This is an optimization exercise on Yosys and OpenROAD, whose aim is small area, a short achievable clock period and few clock cycles, not a production implementation.
Only simulation tests tie the RTL to the original design; equivalence was not proved.
Power is estimated from default activity; no workload was simulated.

[design/flow/config.mk]
export PLATFORM = sky130hd
export DESIGN_NAME = conv1_top
export DESIGN_NICKNAME = conv1_top
export VERILOG_FILES = /design/flow/design.v
export SDC_FILE = /design/flow/constraint.sdc
export NUM_CORES = 8
export LEC_CHECK = 0
export CAP_MARGIN = 20
export CORE_MARGIN = 2
export CORE_UTILIZATION = 40
export SLEW_MARGIN = 20
[design/flow/constraint.sdc]
create_clock -name core_clock -period 30.0 [get_ports {clk}]
set_input_delay 6.0000 -clock core_clock [delete_from_list [all_inputs] [get_ports {clk}]]
set_output_delay 6.0000 -clock core_clock [all_outputs]
set_load 0.01 [all_outputs]
[design/flow/design.v]
`timescale 1ns / 1ps
module conv1_dsp(
    input  wire signed [15:0] A,
    input  wire signed [15:0] B,
    output wire signed [31:0] P
);
    assign P = A * B;
endmodule
`timescale 1ns / 1ps
module conv1_weights_memory(
    input  wire                clk,
    input  wire                rst,
    input  wire                start,
    input  wire        [4: 0]  input_filter,
    output wire signed [15: 0] w0, w1,
    output wire signed [31: 0] b,
    output wire                done
);
    function signed [15:0] weights0_rom;
        input [4:0] i0;
        begin
            case (i0)
                5'd0: weights0_rom = -16'sd551;
                5'd1: weights0_rom = -16'sd35;
                5'd2: weights0_rom = -16'sd460;
                5'd3: weights0_rom = -16'sd1;
                5'd4: weights0_rom = -16'sd6;
                5'd5: weights0_rom = -16'sd4;
                5'd6: weights0_rom = -16'sd542;
                5'd7: weights0_rom = 16'sd267;
                5'd8: weights0_rom = -16'sd474;
                5'd9: weights0_rom = -16'sd637;
                5'd10: weights0_rom = -16'sd16;
                5'd11: weights0_rom = -16'sd485;
                5'd12: weights0_rom = 16'sd0;
                5'd13: weights0_rom = 16'sd978;
                5'd14: weights0_rom = -16'sd15;
                5'd15: weights0_rom = -16'sd497;
                5'd16: weights0_rom = 16'sd11;
                5'd17: weights0_rom = 16'sd395;
                5'd18: weights0_rom = -16'sd953;
                5'd19: weights0_rom = -16'sd647;
                default: weights0_rom = 16'sd0;
            endcase
        end
    endfunction
    function signed [15:0] weights1_rom;
        input [4:0] i0;
        begin
            case (i0)
                5'd0: weights1_rom = 16'sd577;
                5'd1: weights1_rom = 16'sd12;
                5'd2: weights1_rom = -16'sd737;
                5'd3: weights1_rom = -16'sd13;
                5'd4: weights1_rom = 16'sd590;
                5'd5: weights1_rom = 16'sd4;
                5'd6: weights1_rom = 16'sd609;
                5'd7: weights1_rom = -16'sd1219;
                5'd8: weights1_rom = -16'sd630;
                5'd9: weights1_rom = -16'sd460;
                5'd10: weights1_rom = -16'sd9;
                5'd11: weights1_rom = -16'sd1330;
                5'd12: weights1_rom = -16'sd12;
                5'd13: weights1_rom = -16'sd942;
                5'd14: weights1_rom = 16'sd18;
                5'd15: weights1_rom = -16'sd1270;
                5'd16: weights1_rom = 16'sd60;
                5'd17: weights1_rom = -16'sd1709;
                5'd18: weights1_rom = 16'sd70;
                5'd19: weights1_rom = 16'sd658;
                default: weights1_rom = 16'sd0;
            endcase
        end
    endfunction
    function signed [31:0] bias_rom;
        input [4:0] i0;
        begin
            case (i0)
                5'd0: bias_rom = 32'sd477383;
                5'd1: bias_rom = -32'sd808036;
                5'd2: bias_rom = -32'sd1332065;
                5'd3: bias_rom = -32'sd531149;
                5'd4: bias_rom = -32'sd1745857;
                5'd5: bias_rom = -32'sd74238;
                5'd6: bias_rom = 32'sd527788;
                5'd7: bias_rom = 32'sd747790;
                5'd8: bias_rom = 32'sd459118;
                5'd9: bias_rom = -32'sd1312600;
                5'd10: bias_rom = -32'sd272469;
                5'd11: bias_rom = 32'sd733043;
                5'd12: bias_rom = -32'sd234679;
                5'd13: bias_rom = -32'sd780901;
                5'd14: bias_rom = -32'sd340703;
                5'd15: bias_rom = 32'sd743281;
                5'd16: bias_rom = -32'sd272248;
                5'd17: bias_rom = 32'sd683411;
                5'd18: bias_rom = -32'sd805462;
                5'd19: bias_rom = -32'sd1882176;
                default: bias_rom = 32'sd0;
            endcase
        end
    endfunction
    assign w0   = weights0_rom(input_filter);
    assign w1   = weights1_rom(input_filter);
    assign b    = bias_rom(input_filter);
    assign done = (start == 1) ? 1 : 0;
endmodule
`timescale 1ns / 1ps
module conv1_input_buffer(
    input  wire               clk,
    input  wire               rst,
    input  wire               start,
    input  wire signed [15:0] idata,
    output reg  signed [15:0] x0, x1,
    output reg                done
);
    integer i;
    reg signed [15:0] buffer  [0:1]; 
    reg        [4:0]  addra;
    always @(posedge clk) begin
        if(rst) begin
            for(i=0; i<1; i=i+1) begin
                buffer[i] <= 0;
            end
        end else if(start) begin
            buffer[1] <= idata;
            for(i=0; i<1; i=i+1) begin
                buffer[i] <= buffer[i+1];
            end
        end
    end
    always @(posedge clk) begin
        if(rst) begin
            x0 <= 0; x1 <= 0;
            done <= 0;
        end else if(start) begin
            if((addra > 1) && (addra <= 23)) begin 
                x0 <= buffer[0];
                x1 <= buffer[1];
                done <= 1;
            end else begin 
                x0 <= x0;
                x1 <= x1;
                done <= 0;
            end
        end
    end
    always @(posedge clk) begin
        if(rst) begin
            addra <= 0;
        end else if(start) begin
            if(addra <= 23) begin
                addra <= addra + 1;
            end else begin
                addra <= addra;
            end
        end
    end
endmodule
`timescale  1ns / 1ps
module conv1_processing_element(
    input  wire               clk,
    input  wire               rst,
    input  wire               start,
    input  wire signed [15:0] x0, x1,
    input  wire signed [15:0] w0, w1,
    input  wire signed [31:0] b,
    output reg  signed [15:0] odata, 
    output reg                done
);
    reg adder_1_start;
    reg relu_start;
    reg quantify_start;
    wire signed [31:0] mult0, mult1;
    reg  signed [31:0] adder_0 [0:1];
    reg  signed [31:0] adder_1;
    reg  signed [31:0] relu;
    conv1_dsp conv1_dsp_0(.A(x0), .B(w0), .P(mult0));
    conv1_dsp conv1_dsp_1(.A(x1), .B(w1), .P(mult1));
    always @(posedge clk) begin
        if(rst) begin
            adder_0[0] <= 0;
            adder_0[1] <= 0;
            adder_1_start <= 0;
        end else if(start) begin
            adder_0[0] <= mult0 + mult1;
            adder_0[1] <= b;
            adder_1_start <= 1;
        end
    end
    always @(posedge clk) begin
        if(rst) begin
            adder_1 <= 0;
            relu_start <= 0;
        end else if(adder_1_start) begin
            adder_1 <= adder_0[0] + adder_0[1];
            relu_start <= 1;
        end
    end
    always @(posedge clk) begin
        if(rst) begin
            relu <= 0;
            quantify_start <= 0;
        end else if(relu_start) begin
            if(adder_1 > 0) begin
                relu <= adder_1;
            end else begin
                relu <= 0;
            end
            quantify_start <= 1;
        end
    end
    always @(posedge clk) begin
        if(rst) begin
            odata <= 0;
            done <= 0;
        end else if(quantify_start) begin
            odata <= relu / 1000;
            done <= 1;
        end
    end 
endmodule
`timescale 1ns / 1ps
module conv1_top#(
    parameter CONV_INPUT_SIZE = 23,
    parameter CONV_OUTPUT_SIZE = 22,
    parameter CONV_OUTPUT_FILTER = 20
)(
    input                     clk,
    input                     rst,
    input                     start,
    output reg         [4: 0] input_addra,
    input  wire signed [15:0] idata,
    output wire signed [15:0] odata,
    output reg         [4: 0] output_filter,
    output reg         [4: 0] output_addra,
    output reg                done
);
    reg [2:0] input_buffer_delay;
    reg [4:0] weights_memory_filter;
    reg [4:0] weights_memory_filter_counter;
    wire all_rst;
    wire input_buffer_start;
    wire input_buffer_done;
    wire weights_memory_start;
    wire weights_memory_done;
    wire pe_start;
    wire pe_done;
    wire signed [15: 0] x [0: 1];
    wire signed [15: 0] w [0: 1];
    wire signed [31: 0] b;
    conv1_input_buffer conv1_input_buffer1(
        .clk  (clk),
        .rst  (rst || all_rst),
        .start(input_buffer_start && input_buffer_delay == 2),
        .idata(idata),
        .x0   (x[0]), .x1(x[1]),
        .done (input_buffer_done)
    );
    assign input_buffer_start = start;
    conv1_weights_memory conv1_weights_memory_0(
        .clk         (clk), 
        .rst         (rst || all_rst), 
        .start       (start), 
        .input_filter(weights_memory_filter), 
        .w0          (w[0]), 
        .w1          (w[1]), 
        .b           (b), 
        .done        (weights_memory_done)
    );
    assign weights_memory_start = start;
    conv1_processing_element conv1_processing_element_0(
        .clk  (clk), 
        .rst  (rst || all_rst), 
        .start(pe_start), 
        .x0   (x[0]), 
        .x1   (x[1]), 
        .w0   (w[0]), 
        .w1   (w[1]), 
        .b    (b), 
        .odata(odata), 
        .done (pe_done)
    );
    assign pe_start = input_buffer_done && weights_memory_done;
    always @(posedge clk) begin
        if(rst || all_rst) begin
            input_buffer_delay <= 0;
        end else if(start) begin
            if(input_buffer_delay != 2) begin
                input_buffer_delay <= input_buffer_delay + 1;
            end else begin
                input_buffer_delay <= input_buffer_delay;
            end
        end
    end
    always @(posedge clk) begin
        if(rst || all_rst) begin
            input_addra <= 0;
        end else if(start) begin
            if(input_addra != CONV_INPUT_SIZE - 1) begin
                input_addra <= input_addra + 1;
            end else begin
                input_addra <= 0;
            end
        end
    end
    always @(posedge clk) begin
        if(rst) begin
            weights_memory_filter <= 0;
        end else if(start) begin
            if(weights_memory_filter != CONV_OUTPUT_FILTER - 1 && weights_memory_filter_counter == CONV_OUTPUT_SIZE - 1) begin
                weights_memory_filter <= weights_memory_filter + 1;
            end else begin
                weights_memory_filter <= weights_memory_filter;
            end
        end
    end
    always @(posedge clk) begin
        if(rst || all_rst) begin
            weights_memory_filter_counter <= 0;
        end else if(pe_start) begin
            if(weights_memory_filter_counter != CONV_INPUT_SIZE - 1) begin
                weights_memory_filter_counter <= weights_memory_filter_counter + 1;
            end else begin
                weights_memory_filter_counter <= 0;
            end
        end
    end
    always @(posedge clk) begin
        if(rst || all_rst) begin
            output_addra <= 0;
        end else if(pe_done) begin
            if(output_addra ==  CONV_OUTPUT_SIZE - 1) begin
                output_addra <= 0;
            end else begin
                output_addra <= output_addra + 1;
            end
        end
    end
    always @(posedge clk) begin
        if(rst) begin
            output_filter <= 0;
        end else if(output_addra == CONV_OUTPUT_SIZE - 1) begin
            if(output_filter !=  CONV_OUTPUT_FILTER - 1) begin
                output_filter <= output_filter + 1;
            end else begin
                output_filter <= output_filter;
            end
        end
    end
     always @(posedge clk) begin
        if(rst) begin
            done <= 0;
        end else if(output_filter == CONV_OUTPUT_FILTER - 1 && output_addra == CONV_OUTPUT_SIZE - 1) begin
            done <= 1;
        end
    end
    assign all_rst = (output_addra == CONV_OUTPUT_SIZE - 1)? 1 : 0;
endmodule
[design/flow/run.sh]
#!/bin/bash
# synth_recipe.tcl (not shown) runs the flow's synth.tcl, then flattens the netlist and writes it again
# the make line also repeats each setting of config.mk as NAME=value (left out here)
make -C /OpenROAD-flow-scripts/flow DESIGN_CONFIG=/design/flow/config.mk WORK_HOME=/design/flow/orfs CLKGATE_MAP_FILE= SYNTH_SCRIPT=/design/flow/synth_recipe.tcl finish
==> impl_metrics.csv <==
group,metric,value,unit
drt,wl,105,mm
setup_path,crit_path_end_kind,"flip-flop",
cells_and_area,final_nets,5153,
sta,hold_ws,0.446,ns
yosys,synth_seq_area_share,14.0,%
sta,relSlewSlack,25.1,%
grt,grt_usage,21.4,%
clock_tree,worstSkewPairLatency,0.58,ns
grt,grt_antenna_before_repair,0,
placement,dpl.hpwl,82.9,mm
setup_path,r2r_cells,60,
floorplanning,dieArea,98200,µm²
grt,overflow,0,
yosys,synth_compound_area_share,17.2,%
power_and_ir_drop,pwr-share-clk,47.9,%
yosys,synth_cells,4426,
power_and_ir_drop,p_per_area,21.9,nW/µm²
outcome,outcome,"timing/DRC/antenna clean",
drt,routedWlPerCell,18.5,µm
grt,grt_max_degree,65,
yosys,synth-xor-area-share,4.73,%
grt,grt_pass1_vias,30900,
floorplanning,rows,113,
floorplanning,coreArea,94900,µm²
sta,fin_setup_tns,0,ns
run,timing.max_cap.violations,0,
clock_tree,path_clk_slew,0.06,ns
drt,drtPass1Iterations,5,
drt,routed_via_density,5.50,
yosys,synth-edff-count,16,
clock_tree,cts_root_buf,"clkbuf_16",
sta,setup_viol,0,
yosys,syn_nets,5226,
setup_path,critPathArrivalTime,20.30,ns
clock_tree,clockBufferDepth,3,
setup_path,rr_startpoint,"conv1_processing_element_0.relu[12]",
clock_tree,cts_resized,0,
setup_path,crit_buf_inv,2,
power_and_ir_drop,power_frac_comb,12.4,%
drt,drt_iter0_markers,2272,
yosys,synth_area,38300,µm²
sta,rsz0062_at_grt,"false",
cells_and_area,drive_gt1_share,5.69,%
placement,io_buffers,50,
hold_path,hp-start,"conv1_processing_element_0.odata[7]",
setup_path,crit_type,"reg -> reg",
cells_and_area,fillers,9488,
hold_path,whs_path_depth,2,
sta,fmax,50.3,MHz
setup_path,critPathLaunchType,"flip-flop",
yosys,ys_ff_latch,260,
cells_and_area,antenna_cells,0,
sta,worst_pin_slew,1.12,ns
yosys,async_flop_share,0,%
sta,layout_min_cycle_time,19.87,ns
yosys,yosys_warnings,6,
yosys,ys_top_cells_by_count,"636 x inv_1, 576 x nand2_1, 566 x fa_1, 260 x a21oi_1, 251 x nor2_1",
sta,skew,0.0367,ns
placement,gp_congestion,0.903,
hold_path,min_to,"conv1_processing_element_0.odata[7]",
setup_path,max_stage_delay,0.80,ns
power_and_ir_drop,netSwitchingFraction,26.9,%
setup_path,required,30.43,ns
clock_tree,cts_htree_levels,2,
yosys,post-synth-top-count-cell,"inv_1",
floorplanning,initial_core_util,40.4,%
cells_and_area,finish.utilization,43.3,%
clock_tree,cts_tree,"built",
power_and_ir_drop,p_sw,242,µW
sta,finalCritPeriodShare,66.2,%
hold_path,hold_class,"reg -> reg",
yosys,synth-adder-area-share,36.8,%
clock_tree,cts_made_buffers,35,
setup_path,rrSetupSlack,10.13,ns
sta,slew_viol_final,0,
yosys,ys_types,139,
yosys,synth_top_family_by_area,"adder cells",
drt,num_vias,31000,
setup_path,cp_top_family,"compound AO/OA/AOI/OAI gates",
yosys,synth_area_per_cell,8.65,µm²
power_and_ir_drop,seqPwrFrac,39.6,%
setup_path,crit_fanout,13,
yosys,ys.flop_type,"dfxtp_1",
grt,grt_pass1_wl,169,mm
yosys,synth_mux_area_share,1.91,%
power_and_ir_drop,intPower,656,µW
yosys,synth-simple-area-share,16.9,%
setup_path,r2r_end,"conv1_processing_element_0.odata[10]",
yosys,synthTopCellsByArea,"fa_1 30%, dfxtp_1 13%, ha_1 7.0%, inv_1 6.2%, nand2_1 5.6%",
clock_tree,hold_buffers,0,
setup_path,cp_slowest_cell,"xor2_1",
yosys,synth_top_area_share,29.6,%
power_and_ir_drop,p_leak,18.3,nW
yosys,synth_top_cell_by_area,"fa_1",
drt,drcViolationCount,0,
power_and_ir_drop,ir_drop,0.0430,mV
drt,antenna_left,0,
floorplanning,die_w,313,µm
cells_and_area,synthToLayoutAreaGrowth,7.32,%
floorplanning,io_pins,51,
floorplanning,die_height,313,µm
clock_tree,post_cts_buffers,0,
clock_tree,clkSinkCount,260,
sta,hold_violations,0,
setup_path,cpMostUsedCell,"mux2i_1",
metrics by stage:
stage               worst slack (ns)  cells  instance area [µm²]  power [mW]
floorplan                      13.92   4426                38300       0.446
global placement               10.69   5581                39900       0.476
detailed placement             10.19   5581                39900       0.478
CTS                            10.14   5642                41100       0.914
global route                    8.28   5642                41100       0.938
finish                         10.13   5642                41100       0.899
state kept, by name, summed over array words and instances, names as in the netlist, 12 cells and up:
name,cells
conv1_input_buffer1.buffer,32
conv1_processing_element_0.odata,16
conv1_input_buffer1.x0,16
conv1_input_buffer1.x1,16
conv1_processing_element_0.relu,32
conv1_processing_element_0.adder_1,32
conv1_processing_element_0.adder_0,54
conv1_processing_element_0.conv1_dsp_1.B,12
worst max path at each step:
stage	cells past startpoint	slack, ns	start	to
final	60	10.13	conv1_processing_element_0.relu[12]	conv1_processing_element_0.odata[10]
after global routing	60	8.28	conv1_processing_element_0.relu[12]	conv1_processing_element_0.odata[6]
after CTS	59	10.14	conv1_processing_element_0.relu[12]	conv1_processing_element_0.odata[10]
after detailed placement	59	10.19	conv1_processing_element_0.relu[12]	conv1_processing_element_0.odata[10]
after global placement	59	10.69	conv1_processing_element_0.relu[12]	conv1_processing_element_0.odata[10]
after floorplan	64	13.92	conv1_processing_element_0.relu[23]	conv1_processing_element_0.odata[10]
power by group through the flow:
stage	clock network, mW	registers [mW]	logic, mW
after global routing	0.456	0.356	0.127
final	0.431	0.356	0.112
after floorplan	0	0.362	0.0846
after CTS	0.443	0.356	0.115
after global placement	0	0.363	0.113
after detailed placement	0	0.363	0.115
cell usage in the layout (no fill, tap or decap), types with 51 or more instances in the layout:
master and n:
xnor2_1 142, nand3_1 67, o21ai_0 93, and2_1 146, fa_1 565, nor2_1 248
dfxtp_1 242, xor2_1 56, inv_1 636, o21bai_1 51, mux2i_1 59, nand2_1 575
ha_1 215, nor3_1 78, a21oi_1 260
cells by family after synthesis:
kind of cell	count (synthesis)
AND/OR/NAND/NOR	1361
AO/OA/AOI/OAI	902
buffers and inverters	846
adder cells (fa/ha/maj)	787
flip-flops	260
XOR/XNOR	202
multiplexers	68
cell type report:
class / instances / area [µm²] / share of cell area, %
clock buffer: 43 / 957 / 2.33
clock inverter: 18 / 215 / 0.524
inverter: 639 / 2400 / 5.84
multi-input combinational: 3320 / 29700 / 72.3
sequential: 260 / 5370 / 13.1
tap: 1265 / 1580 / 3.85
timing repair buffer: 97 / 853 / 2.08
worst reg2reg max path: cells and delay by family (launching register included):
kind / cells / cell delay (ns)
multiplexers: 5 / 1.24
adder cells (fa/ha/maj): 1 / 0.22
XOR/XNOR: 4 / 1.84
flip-flops: 1 / 0.45
buffers and inverters: 2 / 0.54
AND/OR/NAND/NOR: 15 / 4.43
AO/OA/AOI/OAI: 33 / 11.02
per-layer routing:
layer | track usage [%] | up-vias | wire length [µm] | part of all wire, %
met4 | 5.01 | 0 | 2270 | 2.2
met3 | 1.95 | 136 | 5340 | 5.1
met2 | 36.6 | 871 | 50800 | 49
li1 | - | 14600 | - | -
met1 | 29.2 | 15400 | 46200 | 44
met5 | 0 | - | 0 | 0
Testbench counts, summed over its fixed seeds: cycles 29,856.

what the ideal ports hide:
The flow's constraints put no driver on any port. The routed layout listed below was extracted and timed again, unchanged, in two steps. Step 1 assumes that a clkbuf_16 drives the clock port and a buf_2 every other input. Step 2 moves the port delays by t, midway between the first and last clock arrival at a register: inputs arrive t later, outputs are due t later. That takes back most of the time a late clock gives input paths. Slacks: ideal ports / drivers / drivers and shift; pairs: ideal ports / drivers.
t, ns: 0.618
setup WS [ns]: 10.131 / 10.131 / 10.131
worst hold slack (ns): 0.446 / 0.446 / 0.446
worst register clock-pin slew, ns: 0.06 / 0.06
worst data-port slew with drivers (ns): 0.06
After both steps this run still meets setup and hold. For this run, drivers alone change the setup slack by 0.000 ns; drivers and shift together by 0.000 ns.
